Source: an optimization exercise on an open RTL-to-GDS flow (aim: small area, a short achievable clock period and few clock cycles). Production flows keep margins and buffers that such runs may drop.
Function was checked by simulation only, so behaviour that the tests miss may differ from the original.

$ cat flow/constraint.sdc
create_clock -name core_clock -period 6.0 [get_ports {clk}]
set_input_delay 1.2000 -clock core_clock [delete_from_list [all_inputs] [get_ports {clk}]]
set_output_delay 1.2000 -clock core_clock [all_outputs]
set_load 0.01 [all_outputs]
$ cat flow/design.v
module triangle (clk, reset, nt, xi, yi, busy, po, xo, yo);
   input clk, reset, nt;
   input [2:0] xi, yi;
   output reg busy, po;
   output reg [2:0] xo, yo;
reg [1:0] ld;            
reg [2:0] X1, Y1, Y2, Y3;
reg [2:0] W;             
reg       rt;            
reg [2:0] xe;            
reg [2:0] Q12, R12, B12, Q23, R23, B23;    
reg [2:0] ax, ae, cx, ce;                  
function [5:0] sdiv;
   input neg;
   input [2:0] w, b;
   begin
      case ({neg, w, b})
      7'd1: sdiv = 6'd0;
      7'd2: sdiv = 6'd0;
      7'd3: sdiv = 6'd0;
      7'd4: sdiv = 6'd0;
      7'd5: sdiv = 6'd0;
      7'd6: sdiv = 6'd0;
      7'd7: sdiv = 6'd0;
      7'd9: sdiv = 6'd8;
      7'd10: sdiv = 6'd1;
      7'd11: sdiv = 6'd1;
      7'd12: sdiv = 6'd1;
      7'd13: sdiv = 6'd1;
      7'd14: sdiv = 6'd1;
      7'd15: sdiv = 6'd1;
      7'd17: sdiv = 6'd16;
      7'd18: sdiv = 6'd8;
      7'd19: sdiv = 6'd2;
      7'd20: sdiv = 6'd2;
      7'd21: sdiv = 6'd2;
      7'd22: sdiv = 6'd2;
      7'd23: sdiv = 6'd2;
      7'd25: sdiv = 6'd24;
      7'd26: sdiv = 6'd9;
      7'd27: sdiv = 6'd8;
      7'd28: sdiv = 6'd3;
      7'd29: sdiv = 6'd3;
      7'd30: sdiv = 6'd3;
      7'd31: sdiv = 6'd3;
      7'd33: sdiv = 6'd32;
      7'd34: sdiv = 6'd16;
      7'd35: sdiv = 6'd9;
      7'd36: sdiv = 6'd8;
      7'd37: sdiv = 6'd4;
      7'd38: sdiv = 6'd4;
      7'd39: sdiv = 6'd4;
      7'd41: sdiv = 6'd40;
      7'd42: sdiv = 6'd17;
      7'd43: sdiv = 6'd10;
      7'd44: sdiv = 6'd9;
      7'd45: sdiv = 6'd8;
      7'd46: sdiv = 6'd5;
      7'd47: sdiv = 6'd5;
      7'd49: sdiv = 6'd48;
      7'd50: sdiv = 6'd24;
      7'd51: sdiv = 6'd16;
      7'd52: sdiv = 6'd10;
      7'd53: sdiv = 6'd9;
      7'd54: sdiv = 6'd8;
      7'd55: sdiv = 6'd6;
      7'd57: sdiv = 6'd56;
      7'd58: sdiv = 6'd25;
      7'd59: sdiv = 6'd17;
      7'd60: sdiv = 6'd11;
      7'd61: sdiv = 6'd10;
      7'd62: sdiv = 6'd9;
      7'd63: sdiv = 6'd8;
      7'd65: sdiv = 6'd0;
      7'd66: sdiv = 6'd0;
      7'd67: sdiv = 6'd0;
      7'd68: sdiv = 6'd0;
      7'd69: sdiv = 6'd0;
      7'd70: sdiv = 6'd0;
      7'd71: sdiv = 6'd0;
      7'd73: sdiv = 6'd56;
      7'd74: sdiv = 6'd57;
      7'd75: sdiv = 6'd58;
      7'd76: sdiv = 6'd59;
      7'd77: sdiv = 6'd60;
      7'd78: sdiv = 6'd61;
      7'd79: sdiv = 6'd62;
      7'd81: sdiv = 6'd48;
      7'd82: sdiv = 6'd56;
      7'd83: sdiv = 6'd57;
      7'd84: sdiv = 6'd58;
      7'd85: sdiv = 6'd59;
      7'd86: sdiv = 6'd60;
      7'd87: sdiv = 6'd61;
      7'd89: sdiv = 6'd40;
      7'd90: sdiv = 6'd49;
      7'd91: sdiv = 6'd56;
      7'd92: sdiv = 6'd57;
      7'd93: sdiv = 6'd58;
      7'd94: sdiv = 6'd59;
      7'd95: sdiv = 6'd60;
      7'd97: sdiv = 6'd32;
      7'd98: sdiv = 6'd48;
      7'd99: sdiv = 6'd50;
      7'd100: sdiv = 6'd56;
      7'd101: sdiv = 6'd57;
      7'd102: sdiv = 6'd58;
      7'd103: sdiv = 6'd59;
      7'd105: sdiv = 6'd24;
      7'd106: sdiv = 6'd41;
      7'd107: sdiv = 6'd49;
      7'd108: sdiv = 6'd51;
      7'd109: sdiv = 6'd56;
      7'd110: sdiv = 6'd57;
      7'd111: sdiv = 6'd58;
      7'd113: sdiv = 6'd16;
      7'd114: sdiv = 6'd40;
      7'd115: sdiv = 6'd48;
      7'd116: sdiv = 6'd50;
      7'd117: sdiv = 6'd52;
      7'd118: sdiv = 6'd56;
      7'd119: sdiv = 6'd57;
      7'd121: sdiv = 6'd8;
      7'd122: sdiv = 6'd33;
      7'd123: sdiv = 6'd42;
      7'd124: sdiv = 6'd49;
      7'd125: sdiv = 6'd51;
      7'd126: sdiv = 6'd53;
      7'd127: sdiv = 6'd56;
      default: sdiv = 6'bxxxxxx;
      endcase
   end
endfunction
function [5:0] step;
   input [2:0] x, e, q, r, b;
   reg [3:0] s;
   reg c;
   begin
      s = {1'b0, e} + {1'b0, r};
      c = s >= {1'b0, b};
      step = {x + q + {2'b0, c}, c ? s[2:0] - b : s[2:0]};
   end
endfunction
wire       l1   = ld == 2'd1;
wire [2:0] yref = l1 ? Y1 : Y2;
wire       yup  = yi > yref;
wire [2:0] dy   = yup ? yi - yref : yref - yi;
wire       xr   = xi > X1;
wire [2:0] dxa  = xr ? xi - X1 : X1 - xi;
wire [5:0] qr   = sdiv(l1 ? (yup ? !xr : xr) : (yup ? rt : !rt), l1 ? dxa : W, dy);
wire [2:0] ymax = (Y2 > Y3) ? Y2 : Y3;
wire [2:0] yn   = yo + 3'd1;
wire [5:0] an = step(ax, ae, Q12, R12, B12);
wire [5:0] cn = step(cx, ce, Q23, R23, B23);
wire       cgo = (yn > Y2) || (yn > Y3);            
wire [5:0] cs  = cgo ? cn : {cx, ce};
wire [5:0] on  = (yn <= Y2) ? an : cs;
wire [5:0] inn = (yn < Y1) ? an : (yn > Y3) ? cs : {X1, 3'd0};
wire [2:0] ofl = on[5:3],  oce = on[5:3]  + {2'b0, on[2:0]  != 3'd0};
wire [2:0] ifl = inn[5:3], ice = inn[5:3] + {2'b0, inn[2:0] != 3'd0};
wire [2:0] nlo = rt ? ice : oce;
wire [2:0] nhi = rt ? ofl : ifl;
always @(posedge clk or posedge reset) begin
   if (reset) begin
      busy <= 1'b0; po <= 1'b0; ld <= 2'd0;
   end else if (nt) begin
      busy <= 1'b1; po <= 1'b0; ld <= 2'd1;
   end else if (ld == 2'd1) begin
      ld <= 2'd2; po <= 1'b1;
   end else if (ld != 2'd0) begin
      if (ld == 2'd2) ld <= 2'd3;
      if (ld == 2'd2 && Y2 < Y1) begin
         po <= 1'b0;                  
      end else if (xo != xe) begin
         po <= 1'b1;
         if (xo + 3'd1 == xe && yo == ymax) begin
            busy <= 1'b0; ld <= 2'd0;
         end
      end else begin
         po <= nlo <= nhi;
         if (nlo == nhi && yn == ymax) begin
            busy <= 1'b0; ld <= 2'd0;
         end
      end
   end else begin
      po <= 1'b0;
   end
end
always @(posedge clk) begin
   if (nt) begin
      X1 <= xi; Y1 <= yi;
   end else if (ld == 2'd1) begin
      W <= dxa; rt <= xr;
      Y2 <= yi; Y3 <= 3'd7;
      {Q12, R12} <= qr; B12 <= dy;
      ax <= (yi < Y1) ? xi : X1; ae <= 3'd0;
      cx <= xi; ce <= 3'd0;
      if (yi < Y1) begin
         xo <= xi; xe <= xi; yo <= yi;
      end else if (yi == Y1) begin
         xo <= xr ? X1 : xi; xe <= xr ? xi : X1; yo <= yi;
      end else begin
         xo <= X1; xe <= X1; yo <= Y1;
      end
   end else if (ld != 2'd0) begin
      if (ld == 2'd2) begin
         Y3 <= yi; {Q23, R23} <= qr; B23 <= dy;
         if (yi < Y2) cx <= X1;       
      end
      if (ld == 2'd2 && Y2 < Y1) begin
      end else if (xo != xe) begin
         xo <= xo + 3'd1;
      end else begin
         yo <= yn;
         {ax, ae} <= an;
         if (ld != 2'd2) {cx, ce} <= cs;
         xe <= nhi;
         xo <= (nlo <= nhi) ? nlo : nhi;
      end
   end
end
endmodule
$ cat flow/run.sh
#!/bin/bash
# synth_recipe.tcl (not shown) runs the flow's synth.tcl, then flattens the netlist and writes it again
# the make line also repeats each setting of config.mk as NAME=value (left out here)
make -C /OpenROAD-flow-scripts/flow DESIGN_CONFIG=/design/flow/config.mk WORK_HOME=/design/flow/orfs CLKGATE_MAP_FILE= SYNTH_SCRIPT=/design/flow/synth_recipe.tcl finish
$ cat flow/config.mk
export PLATFORM = sky130hd
export DESIGN_NAME = triangle
export DESIGN_NICKNAME = triangle
export VERILOG_FILES = /design/flow/design.v
export SDC_FILE = /design/flow/constraint.sdc
export NUM_CORES = 4
export LEC_CHECK = 0
export ABC_AREA = 1
export CAP_MARGIN = 20
export CORE_MARGIN = 2
export CORE_UTILIZATION = 40
export SLEW_MARGIN = 20
==> metrics.md, run 1 <==
| Metric | Value |
|---|---|
| Hold WC Path Type | reg2reg |
| CTS root buffer | clkbuf_16 |
| Commonest non-fill, non-tap cell in the layout | nand2_1 |
| Hold Slack | around 520 ps |
| Largest net degree at the start of global routing | 25 |
| Chip width | between 100 and 150 um |
| Core area | 13300 sq um |
| Fmax | 193.8 MHz |
| Fin crit share | 0.8600 |
| Cells after Synth | between 700 and 800 |
| Final setup viols | 0 |
| Total track usage | 0.1999 |
| Post-CTS setup buffers | 0 |
| Layout fillers | between 1k and 1.5k |
| Distinct cells, synth | 38 |
| Setup CP Type | reg2reg |
| Pre-CTS setup slack | just under 900 ps |
| WL per Instance | 15.70 um |
| CP peak stage delay | around 550 ps |
| Router iterations before antenna repair | 5 |
| Arrival @ worst endpoint | about 5300 ps |
| Syn_nets | slightly below 800 |
| H-tree level count | 3 |
| Commonest cells after routing, fill and taps aside | nand2_1 (178), inv_1 (98), nand3_1 (71) |
| Initial antenna violation count | 0 |
| Max Cap Viol | 0 |
| Area growth syn-to-layout | 11.07% |
| Worst Path Max Fanout | 11 |
| Vias in the first global route | 4567 |
| Bufs on Longest Clock Path | 2 |
| I/O Buffers | 16 |
| Die height | 120.8 um |
| Number of flops mapped to enable cells by yosys | 55 |
| Share of cells above drive strength 1 | 0.05769 |
| Startpoint Class | register |
| Unrepaired setup endpoints after global routing | no |
| Total routed wirelength | approximately 14000 um |
| Quantity of gates resized following cts | 0 |
| Final Max Slew Viols | 0 |
| CTS Buf Count | 9 |
| DRC violations left | 0 |
| TritonCTS Sinks | between 50 and 60 |
| Final HPWL DP | between 10000 and 15000 um |
| Synthesized area per cell | just under 8 sq um |
| Ys async rst share | 0.06780 |
| Total grt overflow | 0 |
| Global-route wire length before repair | between 20000 and 25000 um |
| Starting Density | 0.4107 |
| Register area share after synthesis | 0.3208 |
| Final setup TNS | 0 ps |
| Run status | finished clean |
| CTS Hold Buffers Added | 0 |
| Vias per cell | approximately 5.3 |
| Rel. slew slack | 0.2996 |
| Hold Fails Final Rpt | 0 |
| Skew final | approximately 10 ps |
| Placed cells | 889 |
| Worst Tran Pin Value | ~1000 ps |
| Routability cong. | ~0.9 |
| Synth Flop Type | edfxtp_1 |
| Number of synthesized register bits | 59 |
| Setup WS post-layout | about 840 ps |
| Post-Layout Cell Count | ~900 |
| I/O Pins | 17 |
| Nets | 808 |
| Die area | 14600 sq um |
| Fin crit period | roughly 5200 ps |
| CP most frequent cell | nand2_1 |
| Clk latency of the worst-skew pair | around 330 ps |
| DR iter-0 viols | about 450 |
| Synthesis warning total | 1 |
| Critical Path RT | approximately 6100 ps |
| Row Count | 42 |
| Mapped Area | ~5500 sq um |
| Routed Antenna Nets | 0 |
| N_diodes | 0 |
| CTS clk-pin slew, worst paths | 60 ps |
| CP Capture Type | register |
| CTS tree | built |
| Vias | roughly 4.8k |
| Slowest CP cell | edfxtp_1 |
worst max-delay path, delay by kind of cell, from the launching register on:
| kind | cells | cell delay (ps) |
|---|---|---|
| XOR/XNOR | 1 | 420 |
| AND/OR/NAND/NOR | 13 | 1760 |
| AO/OA/AOI/OAI | 5 | 840 |
| buffers and inverters | 1 | 40 |
| adder cells (fa/ha/maj) | 5 | 1300 |
| flip-flops | 1 | 550 |
cells by family (layout without fill, tap and decap cells):
kind of cell | after synthesis | after routing | synth area share
adder cells (fa/ha/maj) | 75 | 75 | 0.1884
XOR/XNOR | 17 | 17 | 0.02727
AO/OA/AOI/OAI | 114 | 114 | 0.1162
AND/OR/NAND/NOR | 321 | 321 | 0.2539
multiplexers | 4 | 4 | 0.007333
flip-flops | 59 | 59 | 0.3208
buffers and inverters | 118 | 138 | 0.08616
synth_stat cells (all sizes together) (2+ instances only):
cell type    n  share of area
nand3       71          0.065
edfxtp      55           0.30
o21a         3         0.0041
o22ai        2         0.0023
o21ai       58          0.057
clkbuf       6         0.0041
inv        105          0.072
o211ai       8          0.011
or2          2         0.0023
nand3b       3         0.0041
dfrtp        4          0.018
nor2        49          0.038
nand4        3         0.0034
nand2      187           0.13
a31oi        5         0.0057
buf          7         0.0099
a21oi       36          0.033
mux2i        4         0.0073
xnor2       11          0.018
fa          12          0.044
nor3         4         0.0046
xor2         6         0.0096
ha          63           0.14
layout make-up:
type / instances / area [sq um] / share of cell area
inverters: 105 / 394.1 / 0.06499
clock inverters: 6 / 57.56 / 0.009490
well taps: 176 / 220.2 / 0.03631
flip-flops and latches: 59 / 1752 / 0.2888
clock buffers: 9 / 225.2 / 0.03714
multi-input cells: 531 / 3241 / 0.5344
repair buffers: 18 / 175.2 / 0.02888
path summary, 6_finish.rpt:
check / startpoint / to / slack [ps] / cells after the start
worst max register to register: yo[0] / xo[2] / 840 / 25
worst max-delay path: yo[0] / xo[2] / 840 / 25
worst min register to register: busy / busy / 520 / 2
max in group asynchronous: reset / ld[0] / 4790 / 2
min in group asynchronous: reset / ld[1] / 1060 / 2
worst min-delay path: busy / busy / 520 / 2
flip-flops by register name, summed over array words and instances (netlist names), 2 cells and up:
register	cells
R12	3
xe	3
xo	3
ae	3
X1	3
W	3
Q12	3
yo	3
Y2	3
ld	2
B23	3
B12	3
Y3	3
ce	3
cx	3
Q23	3
ax	3
R23	3
Y1	3
through the flow:
step / util / instance area [sq um]
after global routing: 0.4561 / 6065
after global placement: 0.4347 / 5779
after CTS: 0.4560 / 6062
final: 0.4561 / 6065
after floorplan: - / 5460
after detailed placement: 0.4347 / 5779
metal layers:
metal  track usage  routed length (um)
met1        0.2814                6547
met2        0.3216                6432
met3       0.03160                1049
met4       0.04724                 167
met5             0                   0
Testbench counts, summed over its fixed seeds: cycles 4,845.
==> run 2: changes to the inputs <==
--- a/flow/config.mk
+++ b/flow/config.mk
@@ -5,7 +5,6 @@
 export SDC_FILE = /design/flow/constraint.sdc
 export NUM_CORES = 4
 export LEC_CHECK = 0
-export ABC_AREA = 1
 export CAP_MARGIN = 20
 export CORE_MARGIN = 2
 export CORE_UTILIZATION = 40
==> run 2 against run 1 <==
Still clean. Clock skew decreased by 2.5 ps. Cell area increased by 2.3%. Synthesized cell count decreased by 17%. Critical path type unchanged. Largest cell class unchanged.
==> metrics.md, run 2 <==
| Metric | Value |
|---|---|
| Syn_nets | 672 (was 792) |
| WL per Instance | 18.54 um (was 15.70 um) |
| Fin crit share | 0.9436 (was 0.8600) |
| Mux cell area share after synthesis | 0.05494 (was 0.007333) |
| Quantity of gates resized following cts | 0 (unchanged) |
| Synth Area in Simple Gates | 0.1293 (was 0.2539) |
| Largest family of logic cells by synthesized area | compound AO/OA/AOI/OAI gates (was simple AND/OR/NAND/NOR gates) |
| DR iter-0 viols | 411 (was 445) |
| Max Cap Viol | 0 (unchanged) |
| Total routed wirelength | 14540 um (was 14200 um) |
| Slowest CP cell | or4_1 (was edfxtp_1) |
| Worst Tran Pin Value | 1024 ps (was 1047 ps) |
| Hold Fails Final Rpt | 0 (unchanged) |
| Core area | 13720 sq um (was 13300 sq um) |
| Mapped Area | 5557 sq um (was 5460 sq um) |
| Startpoint Class | register (unchanged) |
| Row Count | 43 (was 42) |
| Area leader, netlist | edfxtp_1 (unchanged) |
| CP most frequent cell | ha_1 (was nand2_1) |
| Fin crit period | 5661 ps (was 5160 ps) |
| Die area | 14850 sq um (was 14600 sq um) |
| DP Area | 5881 sq um (was 5779 sq um) |
| Number of flops mapped to enable cells by yosys | 55 (unchanged) |
| Final Instance Area | 6202 sq um (was 6065 sq um) |
| Top post-synthesis cells by area | edfxtp_1 (30%), ha_1 (14%), inv_1 (4.4%) (was edfxtp_1 (30%), ha_1 (14%), nand2_1 (12%)) |
| Synth cell count leaders | inv_1 (65), ha_1 (63), edfxtp_1 (55) (was nand2_1 (178), inv_1 (98), nand3_1 (71)) |
| Total grt overflow | 0 (unchanged) |
| Clk latency of the worst-skew pair | 330 ps (about the same) |
| Routability cong. | 0.9055 (was 0.9048) |
| CP peak stage delay | 520 ps (was 550 ps) |
| Skew final | 7.631 ps (was 10.15 ps) |
| Synth Flop Type | edfxtp_1 (unchanged) |
| Critical Path RT | 6080 ps (was 6090 ps) |
| Global-route wire length before repair | 23520 um (was 22970 um) |
| DRC violations left | 0 (unchanged) |
| Die height | 121.9 um (was 120.8 um) |
| Synthesized area per cell | 9.450 sq um (was 7.712 sq um) |
| Bufs on Longest Clock Path | 2 (unchanged) |
| Unrepaired setup endpoints after global routing | no (unchanged) |
| Share of cells above drive strength 1 | 0.06954 (was 0.05769) |
| Final Max Slew Viols | 0 (unchanged) |
| Vias in the first global route | 4552 (was 4567) |
| Commonest non-fill, non-tap cell in the layout | inv_1 (was nand2_1) |
| Distinct cells, synth | 73 (was 38) |
| Number of synthesized register bits | 59 (unchanged) |
| Vias | 4612 (was 4811) |
| Nets | 683 (was 808) |
| Worst Path Max Fanout | 6 (was 11) |
| Synth Area in Compound Gates | 0.2090 (was 0.1162) |
| Rel. slew slack | 0.3146 (was 0.2996) |
| N_diodes | 0 (unchanged) |
| Post-CTS setup buffers | 0 (unchanged) |
| Synthesis warning total | 1 (unchanged) |
| CTS root buffer | clkbuf_16 (unchanged) |
| XOR/XNOR Fraction of Synth Area | 0.04278 (was 0.02727) |
| Final setup TNS | 0 ps (unchanged) |
| CTS clk-pin slew, worst paths | 60 ps (about the same) |
| TritonCTS Sinks | 59 (unchanged) |
| Register area share after synthesis | 0.3152 (was 0.3208) |
| Final HPWL DP | 10810 um (was 11200 um) |
| Setup WS post-layout | 338.6 ps (was 840.2 ps) |
| Hold path cells | 2 (unchanged) |
| Initial antenna violation count | 0 (unchanged) |
| Synth top area share | 0.2972 (was 0.3025) |
| Commonest cells after routing, fill and taps aside | inv_1 (65), ha_1 (63), edfxtp_1 (55) (was nand2_1 (178), inv_1 (98), nand3_1 (71)) |
| Run status | finished clean (unchanged) |
| H-tree level count | 3 (unchanged) |
| Layout fillers | 1297 (was 1292) |
| Most frequent cell after synthesis | inv_1 (was nand2_1) |
| Post-synthesis adder-cell area fraction | 0.1869 (was 0.1884) |
| Cells after Synth | 588 (was 708) |
| Vias per cell | 5.883 (was 5.322) |
| Cell breakdown of the critical path | ha_1, fa_1, fa_1, a21oi_1, nor2b_1, a2111oi_2, buf_4, mux2i_1, o21a_1, o21a_1, o22ai_1, ha_1, ha_1, or4_1, and3_1, ha_1, and3_1, a21oi_2, a21oi_1, a311o_1 |
| Path depth of the worst reg2reg path | 20 (was 25) |
| Pre-CTS setup slack | 373.3 ps (was 877.9 ps) |
| CP Capture Type | register (unchanged) |
| I/O Pins | 17 (unchanged) |
| CTS Hold Buffers Added | 0 (unchanged) |
| Fmax | 176.6 MHz (was 193.8 MHz) |
| Chip width | 121.9 um (was 120.8 um) |
| Total track usage | 0.2028 (was 0.1999) |
| CTS tree | built (unchanged) |
| Setup CP Type | reg2reg (unchanged) |
| I/O Buffers | 16 (unchanged) |
| CTS Buf Count | 9 (unchanged) |
| Routed Antenna Nets | 0 (unchanged) |
| Arrival @ worst endpoint | 5740 ps (was 5250 ps) |
| Final setup viols | 0 (unchanged) |
| Largest net degree at the start of global routing | 36 (was 25) |
| Starting Density | 0.4050 (was 0.4107) |
| Ys async rst share | 0.06780 (unchanged) |
| Router iterations before antenna repair | 5 (unchanged) |
| Hold WC Path Type | reg2reg (unchanged) |
| Area growth syn-to-layout | 11.62% (was 11.07%) |
run 2: logic make-up (layout without fill, tap and decap cells):
group | count (synthesis) | in the layout
DFF | 59 | 59
muxes | 28 | 28
buffers and inverters | 87 | 103
and+or+nand+nor | 146 | 146
AOI/OAI and AO/OA | 168 | 168
xor gates and xnor gates | 24 | 24
adders and majority gates | 76 | 76
run 2: worst max-delay path: cells and delay by family, from the launching register on:
family,cells,cell delay [ps]
AO/OA/AOI/OAI,8,1610
multiplexers,1,220
AND/OR/NAND/NOR,4,980
buffers and inverters,1,230
adder cells (fa/ha/maj),6,1930
flip-flops,1,440
run 2: final timing paths:
kind | start | end | slack [ps]
setup / recovery | ce[0] | xo[1] | 340
hold / removal | busy | busy | 550
setup reg to reg | ce[0] | xo[1] | 340
hold reg to reg | busy | busy | 550
max in group asynchronous | reset | ld[0] | 4730
min in group asynchronous | reset | po | 1080
run 2: layout make-up:
| class | instances | area (sq um) | area share |
|---|---|---|---|
| flip-flops and latches | 59 | 1752 | 0.2824 |
| well taps | 180 | 225.2 | 0.03631 |
| clock buffers | 9 | 225.2 | 0.03631 |
| repair buffers | 19 | 182.7 | 0.02945 |
| multi-input cells | 442 | 3467 | 0.5590 |
| inverters | 68 | 257.7 | 0.04156 |
| clock inverters | 7 | 92.59 | 0.01493 |
run 2: per-layer routing:
layer / up-vias / part of all wire / GRT usage
met2: 140 / 0.48 / 0.3425
met4: 0 / 0.028 / 0.08046
met3: 30 / 0.046 / 0.02669
met5: - / 0 / 0
met1: 2247 / 0.45 / 0.2634
li1: 2195 / - / -
run 2: per-stage QoR:
step / hold slack, ps / util / std cells
after floorplan: 510.4 / - / 588
after global placement: 561.6 / 0.4285 / 768
after detailed placement: 553.9 / 0.4286 / 768
after CTS: 555.4 / 0.4518 / 784
after global routing: 576.1 / 0.4521 / 784
final: 552.6 / 0.4521 / 784

## port drivers added, routing unchanged
No port has a modelled driver above. Below, the same layouts with a new extraction and two added sets of constraints. Step 1 sets driving cells, clkbuf_16 on the clock port and buf_2 on the other inputs (assumed; they add their load-dependent delay and slew). Step 2, shift: input delay + t, output delay - t, t = (earliest + latest rising clock arrival at the registers) / 2. This alone moves slack from input paths to output paths. Slacks: ideal ports / drivers / drivers and shift; pairs: ideal ports / drivers.
run	t (ns)	slack for setup (ns)	worst setup path at the end	worst register clock-pin slew, ns
run 1	0.359	0.840 / 0.840 / 0.840	register to register	0.06 / 0.06
run 2	0.369	0.339 / 0.339 / 0.339	register to register	0.06 / 0.06
After both steps setup and hold are still met in every run listed.
